Context: an optimization exercise on an open-source flow, tuned for small area, a short achievable clock period and few clock cycles. The choices shown serve that exercise and are no tape-out recipe.
Only simulation tests tie the RTL to the original design; equivalence was not proved.
No activity file was given, so power comes from the tool's default toggle rates.

$ cat flow/design.v
module cnn(
  input             clk,
  input             rst,
  input             en,
  input      [7:0]  ps_rd,
  input      [7:0]  in_rd,
  input      [7:0]  w_rd,
  input      [7:0]  b_rd,
  input      [7:0]  out_rd,
  output reg        done,
  output     [15:0] ps_ra,
  output     [15:0] in_ad,
  output reg        in_we,
  output     [7:0]  in_wd,
  output     [15:0] w_ra,
  output     [15:0] b_ra,
  output     [15:0] out_ad,
  output reg        out_we,
  output     [7:0]  out_wd
);
localparam ST_IDLE = 3'd0, ST_LOAD = 3'd1, ST_INIT = 3'd2, ST_CALC = 3'd3,
           ST_CONV = 3'd4, ST_CDRN = 3'd5, ST_POOL = 3'd6, ST_PDRN = 3'd7;
reg [2:0] st;
reg [7:0] pR, pC, pM, pN, pK, pS, pIR, pIC, pnIR, pnIC, pnP;
reg [3:0] pa;
assign ps_ra = {12'd0, pa};
wire [7:0] kmax  = pK - 8'd1;
wire [7:0] nmax  = pN - 8'd1;
wire [7:0] tcmax = {1'b0, pC[7:1]} - 8'd1;
wire [7:0] trmax = {1'b0, pR[7:1]} - 8'd1;
wire [7:0] dI    = pIC - kmax;                  
wire [7:0] cm1   = pC - 8'd1;
reg [15:0] dN;     
reg [15:0] dT;     
reg [15:0] SmS;    
reg [15:0] dCh;    
reg [15:0] NKK;    
reg        nkdone;
reg [1:0]  q;                  
reg [7:0]  j, i, n, tc, tr;    
reg [5:0]  mq;                 
reg [15:0] la, vb, tb;         
wire jl  = (j == kmax);
wire il  = (i == kmax);
wire nl  = (n == nmax);
wire tcl = (tc == tcmax);
wire trl = (tr == trmax);
wire ql  = ({mq, 2'b11} >= {1'b0, pM} - 9'd1) ;   
wire tap_first = (j == 8'd0) & (i == 8'd0) & (n == 8'd0);
wire blk_last  = jl & il & nl;
wire quad_last = blk_last & tcl & trl;
wire conv_last = quad_last & ql;
wire [15:0] tb_next = tcl ? (trl ? 16'd0 : tb + dT) : tb + {7'd0, pS, 1'b0};
wire [15:0] vb_next = blk_last ? tb_next : vb + (~jl ? 16'd1 : ~il ? {8'd0, dI} : dN);
reg [15:0] wv, wa, wb;
reg        wval, wfirst, wlast, wqlast;
reg [5:0]  wmq;
wire [15:0] wa_add = wa + ((q == 2'd3) ? 16'd1 : NKK);
wire [15:0] wv_next = wval ? (wlast ? (wqlast ? wa_add : wb) : wv + 16'd1) : wv;
assign in_ad  = la;
assign w_ra   = wa;
assign b_ra   = {8'd0, wmq, q};
reg [7:0]  wr, br, br2;
reg [31:0] sh, xm;             
reg [11:0] p0, p1, p2, p3;
reg [11:0] a00, a01, a02, a03, a10, a11, a12, a13;
reg [11:0] a20, a21, a22, a23, a30, a31, a32, a33;
reg [19:0] h0, h1, h2, h3;     
reg v1, f1, l1, v2, f2, l2, f3, l3, l4;
wire cap = l4;
function [11:0] mul;
  input [7:0] x, w;
  mul = {{4{x[7]}}, x} * {{4{w[7]}}, w};
endfunction
function [4:0] relu;
  input [11:0] a;
  relu = a[11] ? 5'd0 : {1'b0, a[7:4]} + {4'd0, a[3]};
endfunction
wire [11:0] bias = {br2, 4'd0};
always @(posedge clk) begin
  wr  <= w_rd;
  br  <= b_rd;
  br2 <= br;
  sh  <= {in_rd, sh[31:8]};
  if (q == 2'd1) xm <= sh;
  p0 <= v2 ? mul(xm[7:0],   wr) : 12'd0;
  p1 <= v2 ? mul(xm[15:8],  wr) : 12'd0;
  p2 <= v2 ? mul(xm[23:16], wr) : 12'd0;
  p3 <= v2 ? mul(xm[31:24], wr) : 12'd0;
  a00 <= a01; a01 <= a02; a02 <= a03; a03 <= (f3 ? bias : a00) + p0;
  a10 <= a11; a11 <= a12; a12 <= a13; a13 <= (f3 ? bias : a10) + p1;
  a20 <= a21; a21 <= a22; a22 <= a23; a23 <= (f3 ? bias : a20) + p2;
  a30 <= a31; a31 <= a32; a32 <= a33; a33 <= (f3 ? bias : a30) + p3;
end
reg        wbusy, wfin, wpend;
reg [3:0]  wk;
reg [15:0] wo, ob;
reg        crow, cqend;
reg [5:0]  cmq;
reg [4:0]  owd;
assign out_wd = {3'd0, owd};
assign out_ad = wo;
wire hshift = cap | (wbusy & (wk[1:0] == 2'd3));
always @(posedge clk) begin
  if (hshift) begin
    h0 <= {relu(a03), h0[19:5]};
    h1 <= {relu(a13), h1[19:5]};
    h2 <= {relu(a23), h2[19:5]};
    h3 <= {relu(a33), h3[19:5]};
  end
end
wire [4:0] hsel = (wk[1:0] == 2'd0) ? h0[4:0] : (wk[1:0] == 2'd1) ? h1[4:0] :
                  (wk[1:0] == 2'd2) ? h2[4:0] : h3[4:0];
wire chv = ({1'b0, cmq, wk[3:2]} < {1'b0, pM});
reg [1:0] pq;
wire xl    = (j == pnIC - 8'd1);
wire yl    = (i == pnIR - 8'd1);
wire ml    = (n == pM - 8'd1);
wire xin   = (j >= pnP) && (j < pnIC - pnP);
wire yin   = (i >= pnP) && (i < pnIR - pnP);
wire inner = xin & yin;
wire xlin  = (j == pnIC - pnP - 8'd1);
wire el    = ~inner | (pq == 2'd3);
reg pe_1, pi_1, pf_1, pe_2, pi_2, pf_2;
reg [4:0] ordr, mx, iwd;
assign in_wd = {3'd0, iwd};
wire [4:0] mxn = (ordr > mx) ? ordr : mx;
always @(posedge clk) begin
  ordr <= out_rd[4:0];
  mx <= pf_2 ? ordr : mxn;
  if (pe_2) iwd <= pi_2 ? mxn : 5'd0;
end
wire [15:0] wo_d = (st == ST_POOL) ?
                     ((pq == 2'd1) ? {8'd0, cm1} : (pq == 2'd3 && !xlin) ? 16'd0 - {8'd0, cm1} : 16'd1) :
                     ((wk[1:0] == 2'd0) ? dCh : (wk[1:0] == 2'd2) ? {8'd0, cm1} : 16'd1);
wire [15:0] wo_add = wo + wo_d;
wire conv = (st == ST_CONV);
wire pool_issue = (st == ST_POOL);
wire [8:0] it = la[8:0];
wire calc_done = nkdone && (it >= {1'b0, pIR} - {1'b0, kmax}) && (it >= {pS, 1'b0} - 9'd1) &&
                 (it >= {1'b0, pS} - 9'd1) && (it >= {1'b0, pR});
wire pool_end = el & xl & yl & ml;
wire stall = blk_last & wpend;
wire slot_end = (q == 2'd3);
always @(posedge clk or posedge rst) begin
  if (rst) begin
    st <= ST_IDLE;
    done <= 1'b0;
    pa <= 4'd0;
    wval <= 1'b0;
    v1 <= 1'b0; f1 <= 1'b0; l1 <= 1'b0; v2 <= 1'b0; f2 <= 1'b0; l2 <= 1'b0;
    f3 <= 1'b0; l3 <= 1'b0; l4 <= 1'b0;
    wbusy <= 1'b0; wfin <= 1'b0; wpend <= 1'b0;
    out_we <= 1'b0;
    pe_1 <= 1'b0; pi_1 <= 1'b0; pf_1 <= 1'b0; pe_2 <= 1'b0; pi_2 <= 1'b0; pf_2 <= 1'b0;
    in_we <= 1'b0;
  end else begin
    if (slot_end) wval <= conv & ~stall;
    v1 <= wval; f1 <= wval & wfirst; l1 <= wval & wlast;
    v2 <= v1; f2 <= f1; l2 <= l1;
    f3 <= f2; l3 <= l2;
    l4 <= l3;
    if (conv & slot_end & ~stall & blk_last) wpend <= 1'b1;
    if (l4 & (q == 2'd3)) wbusy <= 1'b1;       
    if (wbusy & (wk == 4'd15)) wbusy <= 1'b0;
    wfin <= wbusy & (wk == 4'd15);
    if (wfin) wpend <= 1'b0;
    out_we <= wbusy & chv;
    pe_1 <= pool_issue & el;
    pi_1 <= pool_issue & inner;
    pf_1 <= pool_issue & (pq == 2'd0);
    pe_2 <= pe_1; pi_2 <= pi_1; pf_2 <= pf_1;
    in_we <= pe_2;
    case (st)
    ST_IDLE: if (en) begin done <= 1'b0; st <= ST_LOAD; pa <= 4'd1; end
    ST_LOAD: begin
      pa <= (pa == 4'd11) ? 4'd0 : pa + 4'd1;
      if (pa == 4'd11) st <= ST_INIT;
    end
    ST_INIT: st <= ST_CALC;
    ST_CALC: if (calc_done) st <= ST_CONV;
    ST_CONV: if (slot_end & ~stall & conv_last) st <= ST_CDRN;
    ST_CDRN: if (~wpend & slot_end & ~wval & ~v1 & ~v2 & ~l3 & ~l4) st <= ST_POOL;
    ST_POOL: if (pool_end) st <= ST_PDRN;
    ST_PDRN: if (pq == 2'd2) begin st <= ST_IDLE; done <= 1'b1; end
    default: st <= ST_IDLE;
    endcase
  end
end
always @(posedge clk) begin
  q <= q + 2'd1;
  if (wbusy) begin
    owd <= hsel;
    wk <= wk + 4'd1;
    wo <= (wk == 4'd0) ? ob : wo_add;
  end else
    wk <= 4'd0;
  if (wfin) ob <= cqend ? wo + 16'd1 : crow ? ob + {8'd0, pC} + 16'd2 : ob + 16'd2;
  case (st)
  ST_LOAD: begin
    pR <= pC; pC <= pM; pM <= pN; pN <= pK; pK <= pS; pS <= pIR; pIR <= pIC;
    pIC <= pnIR; pnIR <= pnIC; pnIC <= pnP; pnP <= ps_rd;
  end
  ST_INIT: begin
    dN  <= 16'd1 - {8'd0, pK};
    dT  <= {8'd0, pK} + {8'd0, pS};
    SmS <= {8'd0, pIC} - {8'd0, pS};
    dCh <= 16'd0 - {8'd0, pC} - 16'd1;
    NKK <= 16'd0;
    nkdone <= 1'b0;
    la <= 16'd0; i <= 8'd0; n <= 8'd0;
  end
  ST_CALC: begin
    la <= la + 16'd1;
    if (it < {1'b0, pIR} - {1'b0, kmax}) dN <= dN + {8'd0, pIC};
    if (it < {pS, 1'b0} - 9'd1) dT <= dT + {8'd0, pIC};
    if (it < {1'b0, pS} - 9'd1) SmS <= SmS + {8'd0, pIC};
    if (it < {1'b0, pR}) dCh <= dCh + {8'd0, pC};
    if (!nkdone) begin
      NKK <= NKK + {8'd0, pK};
      i <= il ? 8'd0 : i + 8'd1;
      if (il) n <= n + 8'd1;
      if (il & nl) nkdone <= 1'b1;
    end
    if (calc_done) begin
      q <= 2'd0;
      j <= 8'd0; i <= 8'd0; n <= 8'd0; tc <= 8'd0; tr <= 8'd0; mq <= 6'd0;
      la <= 16'd0; vb <= 16'd0; tb <= 16'd0;
      wv <= 16'd0; wa <= 16'd0; wb <= 16'd0; ob <= 16'd0;
    end
  end
  ST_CONV: begin
    if (slot_end) begin
      if (~stall) begin
        j <= jl ? 8'd0 : j + 8'd1;
        if (jl) i <= il ? 8'd0 : i + 8'd1;
        if (jl & il) n <= nl ? 8'd0 : n + 8'd1;
        if (blk_last) begin
          tc <= tcl ? 8'd0 : tc + 8'd1;
          if (tcl) tr <= trl ? 8'd0 : tr + 8'd1;
          if (tcl & trl) mq <= mq + 6'd1;
          tb <= tb_next;
          crow <= tcl; cqend <= tcl & trl; cmq <= mq;
        end
        vb <= vb_next;
        la <= vb_next;
      end else
        la <= vb;
      wfirst <= tap_first; wlast <= blk_last; wqlast <= quad_last; wmq <= mq;
    end else
      la <= la + ((q == 2'd1) ? SmS : {8'd0, pS});
  end
  ST_CDRN: begin
    j <= 8'd0; i <= 8'd0; n <= 8'd0; pq <= 2'd0;
    la <= 16'd0;
    if (~wpend & slot_end & ~wval & ~v1 & ~v2 & ~l3 & ~l4) wo <= 16'd0;
  end
  ST_POOL: begin
    la <= la + {15'd0, in_we};
    if (inner) begin
      pq <= pq + 2'd1;
      wo <= wo_add;
    end
    if (el) begin
      j <= xl ? 8'd0 : j + 8'd1;
      if (xl) i <= yl ? 8'd0 : i + 8'd1;
      if (xl & yl) n <= n + 8'd1;
    end
    if (pool_end) pq <= 2'd0;
  end
  ST_PDRN: begin
    la <= la + {15'd0, in_we};
    pq <= pq + 2'd1;
  end
  default: ;
  endcase
  if (st == ST_CONV || st == ST_CDRN) begin
    if (slot_end) begin
      wa <= wv_next;
      wv <= wv_next;
      if (wval & wlast & wqlast) wb <= wa_add;
    end else if (wval)
      wa <= wa_add;
  end
end
endmodule
$ cat flow/run.sh
#!/bin/bash
# synth_recipe.tcl (not shown) runs the flow's synth.tcl, then flattens the netlist and writes it again
# the make line also repeats each setting of config.mk as NAME=value (left out here)
make -C /OpenROAD-flow-scripts/flow DESIGN_CONFIG=/design/flow/config.mk WORK_HOME=/design/flow/orfs CLKGATE_MAP_FILE= SYNTH_SCRIPT=/design/flow/synth_recipe.tcl finish
$ cat flow/config.mk
export PLATFORM = sky130hd
export DESIGN_NAME = cnn
export DESIGN_NICKNAME = cnn
export VERILOG_FILES = /design/flow/design.v
export SDC_FILE = /design/flow/constraint.sdc
export NUM_CORES = 4
export LEC_CHECK = 0
export CAP_MARGIN = 20
export CORE_MARGIN = 2
export CORE_UTILIZATION = 40
export PLACE_DENSITY = 0.6
export SLEW_MARGIN = 20
$ cat flow/constraint.sdc
create_clock -name core_clock -period 11.0 [get_ports {clk}]
set_input_delay 2.2000 -clock core_clock [delete_from_list [all_inputs] [get_ports {clk}]]
set_output_delay 2.2000 -clock core_clock [all_outputs]
set_load 0.01 [all_outputs]
==> flow_summary.toml <==
[routing]
highest_layer = "met4"
detail_route.wl_per_cell_um = 18.4
via_per_inst = 5.25
vias = 36500
wl_met3_um = 7660
drt_iter0_drc = 2492
drt_pass1_iterations = 8
met2_length_um = 58300
route.detailed.drc = 0
wl_um = 128000
ant_nets = 0
wl_met1_um = 58600

[setup_path]
critPathCaptureType = "register"
path_max_fanout = 23
start_kind = "register"
required_ns = 11.34
worstSetupPathType = "register to register"
worstPathArrival_ns = 7.79

[logic_synthesis]
ys_async_sr_fraction_pct = 3.52
synth_compound_area_share_pct = 13.1
syn_area_um2 = 51100
ys_types = 104
ys_ff_latch = 825
yosys.area_share.simple_pct = 14.6
synth_warnings = 1
ys_seq_area_share_pct = 40.5
post-synth-top-area-cell = "edfxtp_1"
synth_xor_xnor_area_share_pct = 8.00
synth.area.mux_share_pct = 1.13
synth.avg_cell_area_um2 = 10.0
synth_edf_count = 404
synth_fa_ha_area_share_pct = 17.8
synth_top_family_by_area = "adder cells"
synth_cells = 5102
ys.flop_type = "edfxtp_1"
synth_area_leaders = "edfxtp_1 (24%), dfxtp_1 (15%), ha_1 (11%), fa_1 (6.7%), xnor2_1 (5.1%)"
synth_top_area_share_pct = 23.8

[final_layout]
regArea_um2 = 20700
nets = 5873
area.growth.synth_to_final_pct = 12.3
drive_gt1_share_pct = 4.88
multi_input_area_um2 = 28100
fill_cells = 12000

[placement]
place_congestion = 0.898
hpwl_um = 93400
io_buffer_count = 112

[grt]
grt_max_degree = 81
globalRouteOverflowTotal = 0
grt_pass1_wl_um = 202000
antenna_found_initial = 0
track_usage_pct = 19.5
first_global_vias = 35800

[cts]
cts_sinks = 825
cts_resized = 0
clock_latency_ns = 0.73
cts_tree = "done"
cts_buffers = 95
ctsHoldBuffers = 0
cts_setup_buffers = 0
ctsLongestPathBuffers = 3
cts-root-buf = "clkbuf_16"
htreeDepth = 3
clk_pin_slew_worst_paths_ns = 0.07

[floorplan]
coreArea_um2 = 127000
initial_core_util_pct = 40.1
pin_count = 142
dieWidth_um = 361
rows = 131
die_h_um = 361
fp.dieArea_um2 = 131000

[sta]
finalSetupTns_ns = 0
fin_crit_sh_pct = 67.7
holdWs_ns = 0.314
finClkSkew_ns = 0.0660
worstMarginPinSlew_ns = 1.19
report.final.slew_viol_count = 0
final_hold_viol_count = 0
setup_viol = 0
finalCriticalPeriod_ns = 7.45
fmax_mhz = 134
rsz0062_at_grt = "no"
slew_headroom_pct = 20.1

[worst_hold_path]
hold_class = "register to register"

[power]
powerDensity_nw_per_um2 = 123
p_leak_uw = 0.0235
ir_worst_vdd_mv = 0.134

[run_status]
status = "finished clean"

[job]
cap_viol_max_count = 0
## cell usage in the layout, fill, tap and decap left out, types with 24 or more instances in the layout
| cell type | synthesis | final |
|---|---|---|
| a211oi_1 | 29 | 29 |
| a21boi_0 | 27 | 27 |
| a21o_1 | 106 | 105 |
| a21oi_1 | 248 | 248 |
| a31oi_1 | 30 | 30 |
| and2_1 | 226 | 226 |
| and3_1 | 60 | 60 |
| buf_4 | 26 | 48 |
| clkbuf_16 | 0 | 98 |
| clkdlybuf4s50_1 | 0 | 112 |
| conb_1 | 1 | 26 |
| dfrtp_1 | 29 | 28 |
| dfxtp_1 | 392 | 392 |
| edfxtp_1 | 404 | 404 |
| fa_1 | 170 | 170 |
| ha_1 | 455 | 453 |
| inv_1 | 442 | 441 |
| mux2i_1 | 44 | 44 |
| nand2_1 | 327 | 326 |
| nand2b_1 | 67 | 67 |
| nand3_1 | 112 | 112 |
| nor2_1 | 363 | 358 |
| nor2b_1 | 102 | 102 |
| nor3_1 | 63 | 62 |
| o211ai_1 | 33 | 33 |
| o21a_1 | 32 | 32 |
| o21ai_0 | 303 | 301 |
| o21bai_1 | 24 | 24 |
| xnor2_1 | 299 | 299 |
| xor2_1 | 136 | 136 |
## critical path: stages (launching register included)
cell and delay (ns):
edfxtp_1 0.60, inv_1 0.37, ha_1 0.58, ha_1 0.29
nor2b_1 0.12, o21ai_0 0.17, nand2b_1 0.11, and2_1 0.16
o21ai_0 0.15, nand2b_1 0.11, a21o_1 0.19, a21oi_1 0.16
xor2_1 0.09, ha_1 0.30, a21o_1 0.11, a21oi_1 0.09
a221oi_1 0.27, inv_1 0.07, a311oi_1 0.72, nand3_1 0.46
nor2_4 0.61, buf_4 0.41, o21ai_0 0.21, a21oi_1 0.72
## synthesized netlist by cell type, drive strengths merged (102+ instances only)
library cell and n:
ha 455, inv 444, edfxtp 404, dfxtp 392, nor2 363, nand2 327, o21ai 322, xnor2 301
a21oi 249, and2 226, fa 170, clkbuf 141, xor2 137, nand3 113, a21o 106, nor2b 102
## where the power goes
group	internal, µW	switching, µW	total, µW
clock network	1920	1350	3280
registers	3220	11.2	3230
logic	277	295	572
total	5420	1660	7080
## sequential cells by signal (all words and copies together) (netlist names), 20 cells and up
| name | flops |
|---|---|
| h3 | 20 |
| h0 | 20 |
| xm | 32 |
| sh | 32 |
| h2 | 20 |
| h1 | 20 |
## stage by stage
stage          power, µW  setup WS [ns]  cell area, µm²  cells  utilization (%)
2_1_floorplan       3760           5.57           51200   5127                -
3_3_place_gp        3870           3.50           54000   6767             42.4
3_5_place_dp        3880           3.48           54000   6767             42.5
4_1_cts             7180           3.44           57300   6945             45.0
5_1_grt             7370           3.03           57300   6948             45.1
6_report            7080           3.55           57300   6949             45.1
## path summary, 6_finish.rpt
check | depth (start not counted) | from | slack [ns] | to
hold reg to reg | 0 | a11[10] | 0.31 | a10[10]
setup / recovery | 23 | pK[1] | 3.55 | mq[4]
min in group asynchronous | 3 | rst | 1.88 | out_we
max in group asynchronous | 3 | rst | 8.75 | wval
setup reg to reg | 23 | pK[1] | 3.55 | mq[4]
hold / removal | 0 | a11[10] | 0.31 | a10[10]
## layout make-up
class | count | share of cell area [%]
multi-input cells | 3674 | 48.9
diodes | 1 | 0.00436
inverters | 446 | 2.92
clock buffers | 128 | 4.61
clock inverters | 50 | 1.12
repair buffers | 163 | 2.68
flip-flops and latches | 825 | 36.1
well taps | 1662 | 3.63
## routing by layer
layer  GRT usage [%]  vias up
li1                -    17900
met1            26.6    17600
met3            3.43      183
met2            31.7      857
met4            5.41        0
met5               0        -
## kinds of logic (layout without fill, tap and decap cells)
logic type / Yosys count / count (layout)
simple gates: 1467 / 1467
compound gates: 1051 / 1051
flops: 825 / 825
buf+inv: 628 / 787
fa+ha+maj: 626 / 626
xor+xnor: 448 / 448
mux: 56 / 56
other cells: 1 / 27
Testbench counts, summed over its fixed seeds: cycles 2,423,728.

separate check: timing with driven ports:
Ports are ideal in the flow. The routed layout listed here was re-timed in OpenROAD.
Step 1 sets driving cells, clkbuf_16 on the clock port and buf_2 on the other inputs (assumed; they add their load-dependent delay and slew).
Step 2 moves the port delays by t, midway between the first and last clock arrival at a register: inputs arrive t later, outputs are due t later. That takes back most of the time a late clock gives input paths.
Slacks: ideal / step 1 / step 2; pairs: ideal / step 1.
shift t [ns]: 0.772
setup WS [ns]: 3.550 / 3.550 / 3.550
worst setup path after step 2: register to register
latest minus earliest clock arrival (ns): 0.068 / 0.068
pins driven straight from the clock port: 1
After both steps this run still meets setup and hold. For this run, drivers alone change the setup slack by 0.000 ns; drivers and shift together by 0.000 ns.
